Source: an optimization exercise on an open RTL-to-GDS flow (aim: small area). Production flows keep margins and buffers that such runs may drop.
Only simulation tests tie the RTL to the original design; equivalence was not proved.
No activity file was given, so power comes from the tool's default toggle rates.

==> inputs of build 23 <==
==> flow/design.v <==
module uart_fifo #(
    parameter HEAD_AT_COUNT = 0      
) (
    input               rst,
    input               clk,
    input               push,
    input               pop,
    input [7:0]         din,
    output [7:0]        dout,
    output              full,
    output              empty,
    output [3:0]        entry
);
    reg [7:0]   mem [7:0];
    reg [3:0]   count;
    logic       wen;
    logic       ren;
    logic [2:0] ridx;
    assign full  = count[3];
    assign empty = (count == 4'd0);
    assign entry = count;
    assign wen = ~full & push;
    assign ren = ~empty & pop;
    always @(posedge clk) begin
        if (rst) count <= 4'd0;
        else if (wen & ~ren) count <= count + 1'b1;
        else if (ren & ~wen) count <= count - 1'b1;
    end
    integer i;
    always @(posedge clk) begin
        if (wen) begin
            mem[0] <= din;
            for (i = 1; i < 8; i = i + 1) mem[i] <= mem[i-1];
        end
    end
    assign ridx = HEAD_AT_COUNT ? count[2:0] : count[2:0] - 1'b1;
    assign dout = mem[ridx];
endmodule
module uart_baud #(
    parameter SAMPLE = 1
) (
    input           clk,
    input [15:0]    cfg_div,
    input           baud_clear,
    output reg      baud_tick,
    output reg      baud_sample
);
    reg [15:0]      baud_cnt;
    logic           baud_cnt_fire;
    assign baud_cnt_fire = &baud_cnt;
    always @(posedge clk) begin
        if (baud_cnt_fire || baud_clear) baud_cnt <= cfg_div;
        else baud_cnt <= baud_cnt - 1'b1;
        baud_tick <= baud_cnt_fire;
    end
    generate
        if (SAMPLE) begin: sample_logic
            reg [11:0]  sample_cnt;
            reg         sample_ext;
            logic       sample_cnt_fire;
            logic       sample_load;
            assign sample_cnt_fire = sample_ext ? (&sample_cnt) : (sample_cnt == 12'd0);
            assign sample_load = sample_cnt_fire || baud_clear;
            always @(posedge clk) begin
                if (sample_load) sample_cnt <= cfg_div[15:4];
                else if (!sample_ext) sample_cnt <= sample_cnt - 1'b1;
                sample_ext <= sample_load & (&cfg_div[3:0]);
                baud_sample <= sample_cnt_fire;
            end
        end
        else begin: no_sample_logic
            always @* baud_sample = 1'b0;
        end
    endgenerate
endmodule
module uart_rx (
    input           clk,
    input           rst,
    input [15:0]    cfg_div,
    input           cfg_rxen,
    input           cfg_nstop,
    output reg       rx_valid,
    output reg [7:0] rx_data,
    input           uart_rxd
);
    logic           baud_tick;
    logic           baud_sample;
    logic           cnt_zero;
    logic           cycle_cnt_cmpl;
    logic           uart_rxd_synced;
    reg [1:0]       uart_rxd_sync;
    reg             baud_clear;
    reg [2:0]       cnt;
    localparam IDLE  = 0;
    localparam START = 1;
    localparam DATA  = 2;
    localparam STOP  = 3;
    reg [1:0]       state;
    logic [1:0]     state_next;
    assign cnt_zero = (cnt == 3'd0);
    assign cycle_cnt_cmpl = cnt_zero & baud_tick;
    always @(posedge clk) begin
        if (rst) uart_rxd_sync <= 2'b11;
        else begin
            uart_rxd_sync[0] <= uart_rxd;
            uart_rxd_sync[1] <= uart_rxd_sync[0];
        end
    end
    assign uart_rxd_synced = uart_rxd_sync[1];
    always @(*) begin
        state_next = state;
        case(state)
            IDLE:  if (!uart_rxd_synced & cfg_rxen) state_next = START;
            START: if (cnt_zero) state_next = DATA;
            DATA:  if (cycle_cnt_cmpl) state_next = STOP;
            STOP:  if (cycle_cnt_cmpl) state_next = IDLE;
        endcase
    end
    always @(posedge clk) begin
        if (rst) state <= IDLE;
        else state <= state_next;
    end
    always @(posedge clk) begin
        baud_clear <= (state == IDLE) | ((state == START) & cnt_zero);
        rx_valid <= (state == STOP) & cycle_cnt_cmpl;
        case(state)
            IDLE: begin
                cnt <= 3'd7;
            end
            START: begin
                if (cnt_zero) cnt <= 3'd7;
                else if (baud_sample) cnt <= cnt - 1'b1;
            end
            DATA: begin
                if (baud_tick) rx_data <= {uart_rxd_synced, rx_data[7:1]};
                if (cycle_cnt_cmpl) cnt <= {2'b0, cfg_nstop};
                else if (baud_tick) cnt <= cnt - 1'b1;
            end
            STOP: begin
                if (baud_tick) cnt <= cnt - 1'b1;
            end
        endcase
    end
    uart_baud #(.SAMPLE(1)) u_uart_baud(
        .clk            (clk),
        .cfg_div        (cfg_div),
        .baud_clear     (baud_clear),
        .baud_tick      (baud_tick),
        .baud_sample    (baud_sample)
    );
endmodule
module uart_tx (
    input           clk,
    input           rst,
    input [15:0]    cfg_div,
    input           cfg_txen,
    input           cfg_nstop,
    input           fifo_empty,
    input [7:0]     fifo_head,
    output          fifo_pop,
    output reg      uart_txd
);
    logic           req;
    logic           baud_tick;
    logic           cycle_cnt_cmpl;
    reg             tx_ready;
    reg             baud_clear;
    reg [7:0]       buffer;
    reg [2:0]       cycle_cnt;
    localparam IDLE  = 0;
    localparam START = 1;
    localparam DATA  = 2;
    localparam STOP  = 3;
    reg [1:0]       state;
    logic [1:0]     state_next;
    assign fifo_pop = ~fifo_empty & tx_ready;
    assign req = fifo_pop & cfg_txen;
    assign cycle_cnt_cmpl = (cycle_cnt == 3'd0) & baud_tick;
    always @(*) begin
        state_next = state;
        case(state)
            IDLE:  if (req) state_next = START;
            START: if (baud_tick) state_next = DATA;
            DATA:  if (cycle_cnt_cmpl) state_next = STOP;
            STOP:  if (cycle_cnt_cmpl) state_next = IDLE;
        endcase
    end
    always @(posedge clk) begin
        if (rst) state <= IDLE;
        else state <= state_next;
    end
    always @(posedge clk) begin
        baud_clear <= (state == IDLE);
        tx_ready <= (state == IDLE) & ~req;
        if (baud_tick) cycle_cnt <= cycle_cnt - 1'b1;
        case(state)
            IDLE: begin
                buffer <= fifo_head;
                uart_txd <= 1'b1;
            end
            START: begin
                uart_txd <= 1'b0;
                cycle_cnt <= 3'd7;
            end
            DATA: begin
                uart_txd <= buffer[0];
                if (baud_tick) buffer <= (buffer >> 1);
                if (cycle_cnt_cmpl) cycle_cnt <= {2'b0, cfg_nstop};
            end
            STOP: begin
                uart_txd <= 1'b1;
            end
        endcase
    end
    uart_baud #(.SAMPLE(0)) u_uart_baud(
        .clk            (clk),
        .cfg_div        (cfg_div),
        .baud_clear     (baud_clear),
        .baud_tick      (baud_tick),
        .baud_sample    ()
    );
endmodule
module avalon_uart (
    input               clk,
    input               rst,
    input               avn_read,
    input               avn_write,
    input [4:0]         avn_address,
    input [31:0]        avn_writedata,
    output reg [31:0]   avn_readdata,
    output              avn_waitrequest,
    output              int_txwm,
    output              int_rxwm,
    output              uart_txd,
    input               uart_rxd
);
    logic           rx_valid;
    logic [7:0]     rx_data;
    logic           txfifo_push;
    logic           txfifo_pop;
    logic [7:0]     txfifo_dout;
    logic           txfifo_full;
    logic           txfifo_empty;
    logic [3:0]     txfifo_entry;
    logic           rxfifo_pop;
    logic [7:0]     rxfifo_dout;
    logic           rxfifo_full;
    logic           rxfifo_empty;
    logic [3:0]     rxfifo_entry;
    reg             txdata_valid;
    reg             txdata_full;
    reg [7:0]       txdata_data;
    reg [2:0]       txctrl_txcnt;
    reg             txctrl_nstop;
    reg             txctrl_txen;
    reg [2:0]       rxctrl_rxcnt;
    reg             rxctrl_rxen;
    reg             ie_rxwm;
    reg             ie_txwm;
    reg             ip_rxwm;
    reg             ip_txwm;
    reg [15:0]      div_div;
    reg [2:0]       rd_sel;
    reg             rd_flag;
    reg [1:0]       rd_ip;
    logic           addr_ok;
    logic           txdata_write;
    logic           txctrl_write;
    logic           rxctrl_write;
    logic           ie_write;
    logic           div_write;
    assign addr_ok = (avn_address[1:0] == 2'b00) & (avn_address[4:2] != 3'd7);
    assign txdata_write = avn_write & (avn_address == 5'h00);
    assign txctrl_write = avn_write & (avn_address == 5'h08);
    assign rxctrl_write = avn_write & (avn_address == 5'h0C);
    assign ie_write     = avn_write & (avn_address == 5'h10);
    assign div_write    = avn_write & (avn_address == 5'h18);
    always @(posedge clk) begin
        if (rst) begin
            txdata_data <= 8'b0;
            txctrl_txcnt <= 3'b0;
            txctrl_nstop <= 1'b0;
            txctrl_txen <= 1'b0;
            rxctrl_rxcnt <= 3'b0;
            rxctrl_rxen <= 1'b0;
            ie_rxwm <= 1'b0;
            ie_txwm <= 1'b0;
            div_div <= 16'b0;
        end
        else begin
        if (txdata_write) begin
            txdata_data <= avn_writedata[7:0];
        end
        if (txctrl_write) begin
            txctrl_txcnt <= avn_writedata[18:16];
            txctrl_nstop <= avn_writedata[1];
            txctrl_txen <= avn_writedata[0];
        end
        if (rxctrl_write) begin
            rxctrl_rxcnt <= avn_writedata[18:16];
            rxctrl_rxen <= avn_writedata[0];
        end
        if (ie_write) begin
            ie_rxwm <= avn_writedata[1];
            ie_txwm <= avn_writedata[0];
        end
        if (div_write) begin
            div_div <= avn_writedata[15:0];
        end
        end
    end
    always @(posedge clk) begin
        txdata_full <= txfifo_full;
        ip_rxwm <= (rxfifo_entry > {1'b0, rxctrl_rxcnt}) & ie_rxwm;
        ip_txwm <= (txfifo_entry < {1'b0, txctrl_txcnt}) & ie_txwm;
    end
    always @(posedge clk) begin
        if (rst) txdata_valid <= 1'b0;
        else txdata_valid <= txdata_write;
    end
    always @(posedge clk) begin
        rd_sel  <= addr_ok ? avn_address[4:2] : 3'd0;
        rd_flag <= (avn_address == 5'h04) ? rxfifo_empty :
                   (addr_ok & (avn_address[4:2] != 3'd0)) ? 1'b0 : txdata_full;
        rd_ip   <= {ip_rxwm, ip_txwm};
    end
    always @* begin
        avn_readdata = 32'b0;
        avn_readdata[31] = rd_flag;
        case (rd_sel)
        3'd0: avn_readdata[7:0] = txdata_data;
        3'd1: avn_readdata[7:0] = rxfifo_dout;
        3'd2: begin
            avn_readdata[18:16] = txctrl_txcnt;
            avn_readdata[1:0] = {txctrl_nstop, txctrl_txen};
        end
        3'd3: begin
            avn_readdata[18:16] = rxctrl_rxcnt;
            avn_readdata[0] = rxctrl_rxen;
        end
        3'd4: avn_readdata[1:0] = {ie_rxwm, ie_txwm};
        3'd5: avn_readdata[1:0] = rd_ip;
        default: avn_readdata[15:0] = div_div;
        endcase
    end
    assign avn_waitrequest = 1'b0;
    assign int_txwm = ip_txwm;
    assign int_rxwm = ip_rxwm;
    assign txfifo_push = txdata_valid;
    assign rxfifo_pop  = (avn_address == 5'h04) & avn_read;
    uart_tx u_uart_tx (
        .clk        (clk),
        .rst        (rst),
        .cfg_div    (div_div),
        .cfg_txen   (txctrl_txen),
        .cfg_nstop  (txctrl_nstop),
        .fifo_empty (txfifo_empty),
        .fifo_head  (txfifo_dout),
        .fifo_pop   (txfifo_pop),
        .uart_txd   (uart_txd)
    );
    uart_rx u_uart_rx (
        .clk        (clk),
        .rst        (rst),
        .cfg_div    (div_div),
        .cfg_rxen   (rxctrl_rxen),
        .cfg_nstop  (txctrl_nstop),
        .rx_valid   (rx_valid),
        .rx_data    (rx_data),
        .uart_rxd   (uart_rxd)
    );
    uart_fifo #(.HEAD_AT_COUNT(0)) u_tx_fifo (
        .rst    (rst),
        .clk    (clk),
        .push   (txfifo_push),
        .pop    (txfifo_pop),
        .din    (txdata_data),
        .dout   (txfifo_dout),
        .full   (txfifo_full),
        .empty  (txfifo_empty),
        .entry  (txfifo_entry)
    );
    uart_fifo #(.HEAD_AT_COUNT(1)) u_rx_fifo (
        .rst    (rst),
        .clk    (clk),
        .push   (rx_valid),
        .pop    (rxfifo_pop),
        .din    (rx_data),
        .dout   (rxfifo_dout),
        .full   (rxfifo_full),
        .empty  (rxfifo_empty),
        .entry  (rxfifo_entry)
    );
endmodule
==> flow/run.sh <==
#!/bin/bash
# synth_recipe.tcl (not shown) runs the flow's synth.tcl, then flattens the netlist and writes it again
# the make line also repeats each setting of config.mk as NAME=value (left out here)
make -C /OpenROAD-flow-scripts/flow DESIGN_CONFIG=/design/flow/config.mk WORK_HOME=/design/flow/orfs CLKGATE_MAP_FILE= SYNTH_SCRIPT=/design/flow/synth_recipe.tcl finish
==> flow/config.mk <==
export PLATFORM = sky130hd
export DESIGN_NAME = avalon_uart
export DESIGN_NICKNAME = avalon_uart
export VERILOG_FILES = /design/flow/design.v
export SDC_FILE = /design/flow/constraint.sdc
export NUM_CORES = 4
export LEC_CHECK = 0
export CAP_MARGIN = 20
export CORE_MARGIN = 2
export CORE_UTILIZATION = 40
export SLEW_MARGIN = 20
==> flow/constraint.sdc <==
create_clock -name core_clock -period 5.0 [get_ports {clk}]
set_input_delay 1.0000 -clock core_clock [delete_from_list [all_inputs] [get_ports {clk}]]
set_output_delay 1.0000 -clock core_clock [all_outputs]
set_load 0.01 [all_outputs]
==> build 61: changes against build 23 <==
--- a/flow/design.v
+++ b/flow/design.v
@@ -49,5 +49,7 @@
     logic           baud_cnt_fire;
-    assign baud_cnt_fire = &baud_cnt;
+    logic [15:0]    div;
+    assign div = cfg_div + 1'b1;
+    assign baud_cnt_fire = baud_cnt == 16'd0;
     always @(posedge clk) begin
-        if (baud_cnt_fire || baud_clear) baud_cnt <= cfg_div;
+        if (baud_cnt_fire || baud_clear) baud_cnt <= div;
         else baud_cnt <= baud_cnt - 1'b1;
@@ -58,11 +60,7 @@
             reg [11:0]  sample_cnt;
-            reg         sample_ext;
             logic       sample_cnt_fire;
-            logic       sample_load;
-            assign sample_cnt_fire = sample_ext ? (&sample_cnt) : (sample_cnt == 12'd0);
-            assign sample_load = sample_cnt_fire || baud_clear;
+            assign sample_cnt_fire = sample_cnt == 12'd0;
             always @(posedge clk) begin
-                if (sample_load) sample_cnt <= cfg_div[15:4];
-                else if (!sample_ext) sample_cnt <= sample_cnt - 1'b1;
-                sample_ext <= sample_load & (&cfg_div[3:0]);
+                if (sample_cnt_fire || baud_clear) sample_cnt <= div[15:4];
+                else sample_cnt <= sample_cnt - 1'b1;
                 baud_sample <= sample_cnt_fire;
@@ -81,3 +79,3 @@
     input           cfg_nstop,
-    output reg       rx_valid,
+    output logic     rx_valid,
     output reg [7:0] rx_data,
@@ -109,2 +107,3 @@
     assign uart_rxd_synced = uart_rxd_sync[1];
+    assign rx_valid = (state == IDLE) & ~baud_clear;
     always @(*) begin
@@ -124,3 +123,2 @@
         baud_clear <= (state == IDLE) | ((state == START) & cnt_zero);
-        rx_valid <= (state == STOP) & cycle_cnt_cmpl;
         case(state)
@@ -165,3 +163,3 @@
     logic           cycle_cnt_cmpl;
-    reg             tx_ready;
+    logic           tx_ready;
     reg             baud_clear;
@@ -175,2 +173,3 @@
     logic [1:0]     state_next;
+    assign tx_ready = (state == IDLE) & baud_clear;
     assign fifo_pop = ~fifo_empty & tx_ready;
@@ -193,3 +192,2 @@
         baud_clear <= (state == IDLE);
-        tx_ready <= (state == IDLE) & ~req;
         if (baud_tick) cycle_cnt <= cycle_cnt - 1'b1;
@@ -205,4 +203,3 @@
             DATA: begin
-                uart_txd <= buffer[0];
-                if (baud_tick) buffer <= (buffer >> 1);
+                uart_txd <= buffer[~cycle_cnt];
                 if (cycle_cnt_cmpl) cycle_cnt <= {2'b0, cfg_nstop};
@@ -264,3 +261,2 @@
     reg             rd_flag;
-    reg [1:0]       rd_ip;
     logic           addr_ok;
@@ -317,10 +313,13 @@
     always @(posedge clk) begin
-        if (rst) txdata_valid <= 1'b0;
-        else txdata_valid <= txdata_write;
+        txdata_valid <= txdata_write;
     end
     always @(posedge clk) begin
-        rd_sel  <= addr_ok ? avn_address[4:2] : 3'd0;
-        rd_flag <= (avn_address == 5'h04) ? rxfifo_empty :
-                   (addr_ok & (avn_address[4:2] != 3'd0)) ? 1'b0 : txdata_full;
-        rd_ip   <= {ip_rxwm, ip_txwm};
+        if (addr_ok & (avn_address[4:2] == 3'd5)) begin
+            rd_sel  <= {1'b1, ip_rxwm, 1'b1};
+            rd_flag <= ip_txwm;
+        end
+        else begin
+            rd_sel  <= addr_ok ? avn_address[4:2] : 3'd0;
+            rd_flag <= (avn_address == 5'h04) ? rxfifo_empty : txdata_full;
+        end
     end
@@ -328,6 +327,11 @@
         avn_readdata = 32'b0;
-        avn_readdata[31] = rd_flag;
         case (rd_sel)
-        3'd0: avn_readdata[7:0] = txdata_data;
-        3'd1: avn_readdata[7:0] = rxfifo_dout;
+        3'd0: begin
+            avn_readdata[31] = rd_flag;
+            avn_readdata[7:0] = txdata_data;
+        end
+        3'd1: begin
+            avn_readdata[31] = rd_flag;
+            avn_readdata[7:0] = rxfifo_dout;
+        end
         3'd2: begin
@@ -341,4 +345,4 @@
         3'd4: avn_readdata[1:0] = {ie_rxwm, ie_txwm};
-        3'd5: avn_readdata[1:0] = rd_ip;
-        default: avn_readdata[15:0] = div_div;
+        3'd6: avn_readdata[15:0] = div_div;
+        default: avn_readdata[1:0] = {rd_sel[1], rd_flag};
         endcase
==> flow/flow/run.sh (new file) <==
#!/bin/bash
# The standard ORFS layout with four changes:
# - no hard adder cells before ABC (ADDER_MAP_FILE empty), so ABC maps
#   the counters and comparators with the rest of the logic;
# - ABC maps the logic for area (flow/abc_area_map.script: dc2, dch, amap)
#   instead of ORFS's speed script; registers are mapped before ABC, so
#   they are the standard synthesis's;
# - clock tree synthesis adds no dummy loads and builds clusters of
#   clkbuf_8;
# - ports are buffered with buf_1.
set -euo pipefail
here=$(pwd)
rm -rf "$here/scripts"
cp -r "$FLOW_HOME/scripts" "$here/scripts"
cp "$here/flow/abc_area_map.script" "$here/scripts/abc_area_map.script"
sed -i 's#/abc_speed.script#/abc_area_map.script#' "$here/scripts/synth_preamble.tcl"
grep -q abc_area_map.script "$here/scripts/synth_preamble.tcl"
export SCRIPTS_DIR="$here/scripts"
export ADDER_MAP_FILE=
export REMOVE_ABC_BUFFERS=1
export CTS_ARGS="-sink_clustering_enable -repair_clock_nets -dont_use_dummy_load -buf_list sky130_fd_sc_hd__clkbuf_8 -sink_clustering_size 16 -sink_clustering_max_diameter 60"
export BUFFER_PORTS_ARGS="-buffer_cell sky130_fd_sc_hd__buf_1"
bash standard.sh > standard.log 2>&1
==> flow/flow/abc_area_map.script (new file) <==
strash
dc2
dch -f
amap -F 4 -A 8
topo
==> flow/standard.sh (new file) <==
#!/bin/bash
# synth_recipe.tcl (not shown) runs the flow's synth.tcl, then flattens the netlist and writes it again
# the make line also repeats each setting of config.mk as NAME=value (left out here)
make -C /OpenROAD-flow-scripts/flow DESIGN_CONFIG=/design/flow/config.mk WORK_HOME=/design/flow/orfs CLKGATE_MAP_FILE= SYNTH_SCRIPT=/design/flow/synth_recipe.tcl "${@:-finish}"
--- a/flow/config.mk
+++ b/flow/config.mk
@@ -10,2 +10,3 @@
 export CORE_UTILIZATION = 40
+export GPL_TIMING_DRIVEN = 0
 export SLEW_MARGIN = 20
removed: flow/run.sh
==> run notes <==
The flow ran to the end and the layout has no timing, DRC or antenna violations. The final wirelength came out at 24.0 mm. For this design, the sink count on the clock tree is 262. The global placement routability congestion came out at 0.823.

The die boundary height is 173 um. The fraction of area in clock buffers and inverters is 7.11%. In the final layout, flip-flops and latches occupy 0.00684 mm^2.

Summing all multi-input logic gate instances after layout gives 0.00419 mm^2. The routed via count divided by cell count is 5.08. The total clock buffers created by CTS is 29. In this run the critical register-to-register path is launched from u_rx_fifo.count[0].
-- figures above: build 23

==> run notes <==
The static power due to leakage came out at 0.00340 uW. The flip-flop and latch area came out at 0.00662 mm^2. The startpoint of the worst-slack reg-to-reg timing path is u_uart_tx.u_uart_baud.baud_cnt[0]. The detailed-route DRC error count is 0.

The count of clock tree sinks is 257. The area taken by multi-input logic gates came out at 0.00287 mm^2. Of all the cell area in the finished design, the clock network holds 2.77%. The final wirelength is 22.2 mm. The routed via count divided by cell count came out at 5.42. The global placement routability congestion is 0.874. The flow ran to the end and the layout has no timing, DRC or antenna violations. For the worst setup path, the data required time is 4000 ps. Clock tree synthesis inserted a total of 22 buffers.
-- figures above: build 61

-- separate check: timing with driven ports --
The flow's constraints put no driver on any port. The routed layouts listed below were extracted and timed again, unchanged, in two steps.
Step 1 assumes that a clkbuf_16 drives the clock port and a buf_2 every other input.
Step 2 times the ports against the registers' clock, not the clock port: input delays grow and output delays shrink by t, the midpoint of the rising clock arrivals with the driver on.
Slacks: no drivers / after step 1 / after step 2; pairs: no drivers / after step 1.
| run | shift t [ns] | setup WS [ns] | slew at the worst register clock pin (ns) | cell pins on the clock port's net |
|---|---|---|---|---|
| build 23 | 0.591 | 1.020 / 0.968 / 1.405 | 0.06 / 0.06 | 1 |
| build 61 | 0.555 | 0.351 / 0.312 / 0.602 | 0.10 / 0.10 | 1 |
After both steps setup and hold are still met in every run listed.
